What follows belongs to an exercise in optimizing a design on an open flow for small area, a short achievable clock period and few clock cycles; a production flow would make more cautious choices. Only simulation tests tie the RTL to the original design; equivalence was not proved.

==> flow/design.v, too long to show whole: its modules and the start of the top module <==
// module qadd: 44 lines
// module mfa: 4 lines
// module mha: 4 lines
// module mbsel: 3 lines
// module mxor: 3 lines
// module sqcs: 388 lines
// module mulcs: 1533 lines
// module xnew: 194 lines
// module ynew: 50 lines
// module escape: 100 lines
// module escape_time_mdbrot: 219 lines
module escape_time_mdbrot(input logic clk, input logic rst, input logic start,
                          input logic [12:0] max_iter, input logic [31:0] xmin, input logic [31:0] xmax, input logic [31:0] ymin, input logic [31:0] ymax, input logic [31:0] Xscale, input logic [31:0] Yscale,
                          output logic [7:0] vga_x, output logic [6:0] vga_y, output logic [2:0] vga_colour, output logic vga_plot,
                          output logic ready);
  // ...
==> flow/flow/run.sh <==
#!/bin/bash
# The standard layout, with the port buffers that buffer_ports inserts made
# plain buf_2 cells instead of the library's default pick (a delay buffer).
set -euo pipefail
export BUFFER_PORTS_ARGS="-buffer_cell sky130_fd_sc_hd__buf_2"
bash standard.sh > standard.log 2>&1
==> flow/standard.sh <==
#!/bin/bash
# synth_recipe.tcl (not shown) runs the flow's synth.tcl, then flattens the netlist and writes it again
# the make line also repeats each setting of config.mk as NAME=value (left out here)
make -C /OpenROAD-flow-scripts/flow DESIGN_CONFIG=/design/flow/config.mk WORK_HOME=/design/flow/orfs CLKGATE_MAP_FILE= SYNTH_SCRIPT=/design/flow/synth_recipe.tcl "${@:-finish}"
==> flow/config.mk <==
export PLATFORM = sky130hd
export DESIGN_NAME = escape_time_mdbrot
export DESIGN_NICKNAME = escape_time_mdbrot
export VERILOG_FILES = /design/flow/design.v
export SDC_FILE = /design/flow/constraint.sdc
export NUM_CORES = 4
export LEC_CHECK = 0
export CAP_MARGIN = 20
export CORE_MARGIN = 2
export CORE_UTILIZATION = 65
export CTS_CLUSTER_DIAMETER = 100
export CTS_CLUSTER_SIZE = 22
export PLACE_DENSITY = 0.75
export SLEW_MARGIN = 20
export SYNTH_HIERARCHICAL = 1
==> flow/constraint.sdc <==
create_clock -name core_clock -period 20.0 [get_ports {clk}]
set_input_delay 4.0000 -clock core_clock [delete_from_list [all_inputs] [get_ports {clk}]]
set_output_delay 4.0000 -clock core_clock [all_outputs]
set_load 0.01 [all_outputs]
==> notes.md, run 1 <==
* Crit path to: xyc2$_DFF_P_
* Antenna diodes at 3
* Die Y-Extent at around 280 um
* Buffers from clock root to sink, at most at 3
* Leading registers by flop count: gcx (25), gcy (25)
* IO Pins at 228
* Cell area after placement at a little over 0.05 sq mm
* Count of cells along the worst register-to-register path at 11
* CP Launch Point: one1[1]$_DFF_P_
* Final Max Slew Viols at 0
* Worst slack at placement at 14.84 ns
* Proportion of layout cells with a drive suffix above 1 at under 10%
* Cell area after synthesis at just over 0.05 sq mm
* Count of buffering cells on the critical path with inverters included at 0
* Most utilized layer in the global route result: met2
* Outcome: complete, no violations
* Initial cell density of the core at between 60 and 70%
* CP required at just over 20 ns
* Total global routing track utilization at between 30% and 40%
* TritonCTS buffer count at 34
* Family of cells with the greatest summed delay on the critical path: adder cells
* Standard-cell row count at a little over 100
* Floorplan die area at approximately 0.08 sq mm
* Met2 wire len at 57,580 um
* Clk_buf instances at 44
* Yosys warns at 7
Testbench counts, summed over its fixed seeds: cycles 2,373,874.
==> run 2, diff against run 1 <==
--- a/flow/config.mk
+++ b/flow/config.mk
@@ -7,9 +7,9 @@
 export LEC_CHECK = 0
 export CAP_MARGIN = 20
 export CORE_MARGIN = 2
-export CORE_UTILIZATION = 65
+export CORE_UTILIZATION = 75
 export CTS_CLUSTER_DIAMETER = 100
 export CTS_CLUSTER_SIZE = 22
-export PLACE_DENSITY = 0.75
+export PLACE_DENSITY = 0.85
 export SLEW_MARGIN = 20
 export SYNTH_HIERARCHICAL = 1
==> run 2 against run 1 <==
Design area down 0.35%. Die area down 13%. Via count up 2.6%. Critical path type unchanged.
==> notes.md, run 2 <==
* Routability-driven placement congestion ratio at 0.9579 (was 0.8941)
* CTS clock-pin slew for the worst setup and hold paths at 0.09 ns (about the same)
* Slew at the pin with the worst max-slew slack at 1.197 ns (was 1.213 ns)
* Fin. Hold Viols at 0 (unchanged)
* Pin count of the biggest net entering global routing at 97 (was 100)
* Relative slew slack at 20.08% (was 19.00%)
* Number of DRC markers in iteration 0 at 3,938 (was 2,684)
* Final Max Slew Viols at 0 (unchanged)
* Total global routing track utilization at 38.14% (was 32.70%)
* Wire length of the first global-routing pass at 206,100 um (was 201,000 um)
* Avg Inst Size Synth at 10.78 sq um (unchanged)
* DRC violation count after routing at 0 (unchanged)
* Detailed-route via count at 36,055 (was 35,156)
* Count of TritonRoute iterations in the first routing pass at 9 (was 5)
* Via count of the first global-routing pass at 37,308 (was 35,804)
* Antenna violations before repair at 4 (was 5)
* Leading registers by flop count: gcx (25), gcy (25) (unchanged)
* Detailed Place HPWL at 89,210 um (was 89,390 um)
* Maximum net fanout on the critical path at 25 (was 23)
* CP Class: reg -> reg (unchanged)
* RSZ-0062 raised after global routing: false (unchanged)
* Worst hold slack after final layout at 0.3219 ns (was 0.3264 ns)
* Outcome: complete, no violations (unchanged)
* Fill cells at 4,265 (was 5,964)
* Clock net sink count at 574 (unchanged)
* Average wire length per cell after detail routing at 23.77 um (was 22.73 um)
* Cell area after synthesis at 0.05037 sq mm (unchanged)
* Count of maximum capacitance violations at 0 (unchanged)
* Startpoint of the lowest-slack register-to-register path: x1[16]$_DFF_P_ (was one1[1]$_DFF_P_)
* Layout Nets at 5,774 (was 5,770)
* Clock insertion delay at the later pin of the skew report at 0.61 ns (was 0.60 ns)
* Placeable core region at 0.06680 sq mm (was 0.07708 sq mm)
* Number of endpoints failing setup at the final stage at 0 (unchanged)
* Buffers from clock root to sink, at most at 3 (unchanged)
* Kind of path behind the tightest hold check: reg -> reg (unchanged)
* CTS-repair resized insts at 0 (unchanged)
* Post-route clock skew at 0.03091 ns (was 0.03604 ns)
* Yosys warns at 7 (unchanged)
* Vias per cell at 6.572 (was 6.223)
* Final-layout setup total negative slack at 0 ns (unchanged)
* Port bufs at 117 (unchanged)
* Proportion of layout cells with a drive suffix above 1 at 9.170% (was 9.205%)
* CP required at 20.49 ns (was 20.47 ns)
* Worst Path Arrival at 5.74 ns (was 5.75 ns)
* Clock period minus final worst setup slack at 5.258 ns (was 5.283 ns)
* Type of element capturing the critical path: register (unchanged)
* Crit share post-route at 26.29% (was 26.42%)
* TritonCTS clock tree: done (unchanged)
* Floorplan die area at 0.06925 sq mm (was 0.07974 sq mm)
* CP Launch Point: x1[16]$_DFF_P_ (was one1[1]$_DFF_P_)
* Initial cell density of the core at 75.40% (was 65.35%)
* IO Pins at 228 (unchanged)
* Horizontal die dimension at 263.2 um (was 282.4 um)
* Standard-cell row count at 95 (was 102)
* CTS HTree Levels at 2 (unchanged)
* Category of the worst setup path launch point: register (unchanged)
* TritonCTS buffer count at 35 (was 34)
* Buffers inserted during post-CTS setup optimization at 0 (unchanged)
* Maximum frequency from static timing analysis at 0.1902 GHz (was 0.1893 GHz)
* Relative area change from synthesis to final layout at 3.403% (was 3.771%)
* Clock tree root driver cell: sky130_fd_sc_hd__clkbuf_16 (unchanged)
* Synthesized instance count at 4,674 (unchanged)
* Post-Route Utilization at 77.97% (was 67.81%)
* Number of hold buffers added after CTS at 0 (unchanged)
* Detail Route Antenna Nets at 0 (unchanged)
* Most used cells in the layout excluding fill and tap cells: 702 x sky130_fd_sc_hd__fa_1, 488 x sky130_fd_sc_hd__dfxtp_1, 422 x sky130_fd_sc_hd__and2_1 (was 702 x sky130_fd_sc_hd__fa_1, 481 x sky130_fd_sc_hd__dfxtp_1, 422 x sky130_fd_sc_hd__and2_1)
* Min-Delay Startpoint: ys2[0]$_DFF_P_ (was xs2[8]$_DFF_P_)
* Die Y-Extent at 263.2 um (was 282.4 um)
* Total congestion overflow at 0 (unchanged)
* Leading cell type in the layout, fill and taps excluded: sky130_fd_sc_hd__fa_1 (unchanged)
* Post-detailed-routing wire length at 130,400 um (was 128,400 um)
* Antenna diodes at 0 (was 3)
-- run 2: worst paths after layout --
| kind | end | slack (ns) | cells after the start |
|---|---|---|---|
| hold reg to reg | ys1[0]$_DFF_P_ | 0.32 | 0 |
| setup reg to reg | xyc2$_DFF_P_ | 14.74 | 13 |
| hold / removal | ys1[0]$_DFF_P_ | 0.32 | 0 |
| setup / recovery | xyc2$_DFF_P_ | 14.74 | 13 |
-- run 2: layer usage --
layer  track usage (%)  share of wire [%]  vias to the layer above
li1                  -                  -                    15667
met1             51.58                 39                    17990
met2             60.13                 46                     1996
met3             8.587                 11                      398
met4             15.52                4.3                        4
met5                 0              0.019                        -
-- run 2: area by class of cell --
cell class / count / area (sq um) / area share [%]
well taps: 873 / 1092 / 2.097
clock buffers: 47 / 973.4 / 1.869
clock inverters: 12 / 148.9 / 0.2859
repair buffers: 196 / 1179 / 2.263
multi-input cells: 3648 / 36000 / 69.11
inverters: 136 / 510.5 / 0.9801
flip-flops and latches: 574 / 12180 / 23.39
-- run 2: stage by stage --
step / setup slack [ns] / area [sq um] / std cells
after global routing: 14.54 / 52090 / 5486
after detailed placement: 14.84 / 50960 / 5427
final: 14.74 / 52090 / 5486
after global placement: 14.88 / 50960 / 5427
after CTS: 14.77 / 52080 / 5486
after floorplan: 15.15 / 50450 / 4696
-- run 2: worst max-delay path, cell delays in order, from the launching register on --
cell and delay (ns):
sky130_fd_sc_hd__dfxtp_1 0.33, sky130_fd_sc_hd__buf_4 0.34, sky130_fd_sc_hd__buf_4 0.38, sky130_fd_sc_hd__a22o_1 0.20
sky130_fd_sc_hd__xor2_1 0.22, sky130_fd_sc_hd__fa_1 0.51, sky130_fd_sc_hd__fa_1 0.53, sky130_fd_sc_hd__fa_1 0.54
sky130_fd_sc_hd__fa_1 0.57, sky130_fd_sc_hd__fa_1 0.62, sky130_fd_sc_hd__ha_1 0.26, sky130_fd_sc_hd__and4_1 0.23
sky130_fd_sc_hd__a221oi_1 0.27, sky130_fd_sc_hd__o21ai_1 0.10

## port drivers added, routing unchanged
Ports are ideal in the flow. The routed layouts listed here were re-timed in OpenROAD.
Step 1: set_driving_cell puts a clkbuf_16 on clk and a buf_2 on each other input, an assumption about the parent block.
Step 2 times the ports against the registers' clock, not the clock port: input delays grow and output delays shrink by t, the midpoint of the rising clock arrivals with the driver on.
a / b / c = ideal / step 1 / step 2; a / b = the first two.
| run | t (ns) | setup WS [ns] | clock arrival spread, ns | worst register clock-pin slew, ns | cell pins on the clock port's net |
|---|---|---|---|---|---|
| run 1 | 0.649 | 14.717 / 14.717 / 14.717 | 0.041 / 0.041 | 0.10 / 0.10 | 1 |
| run 2 | 0.654 | 14.742 / 14.742 / 14.742 | 0.031 / 0.030 | 0.10 / 0.10 | 1 |
After both steps every run listed still meets setup and hold.
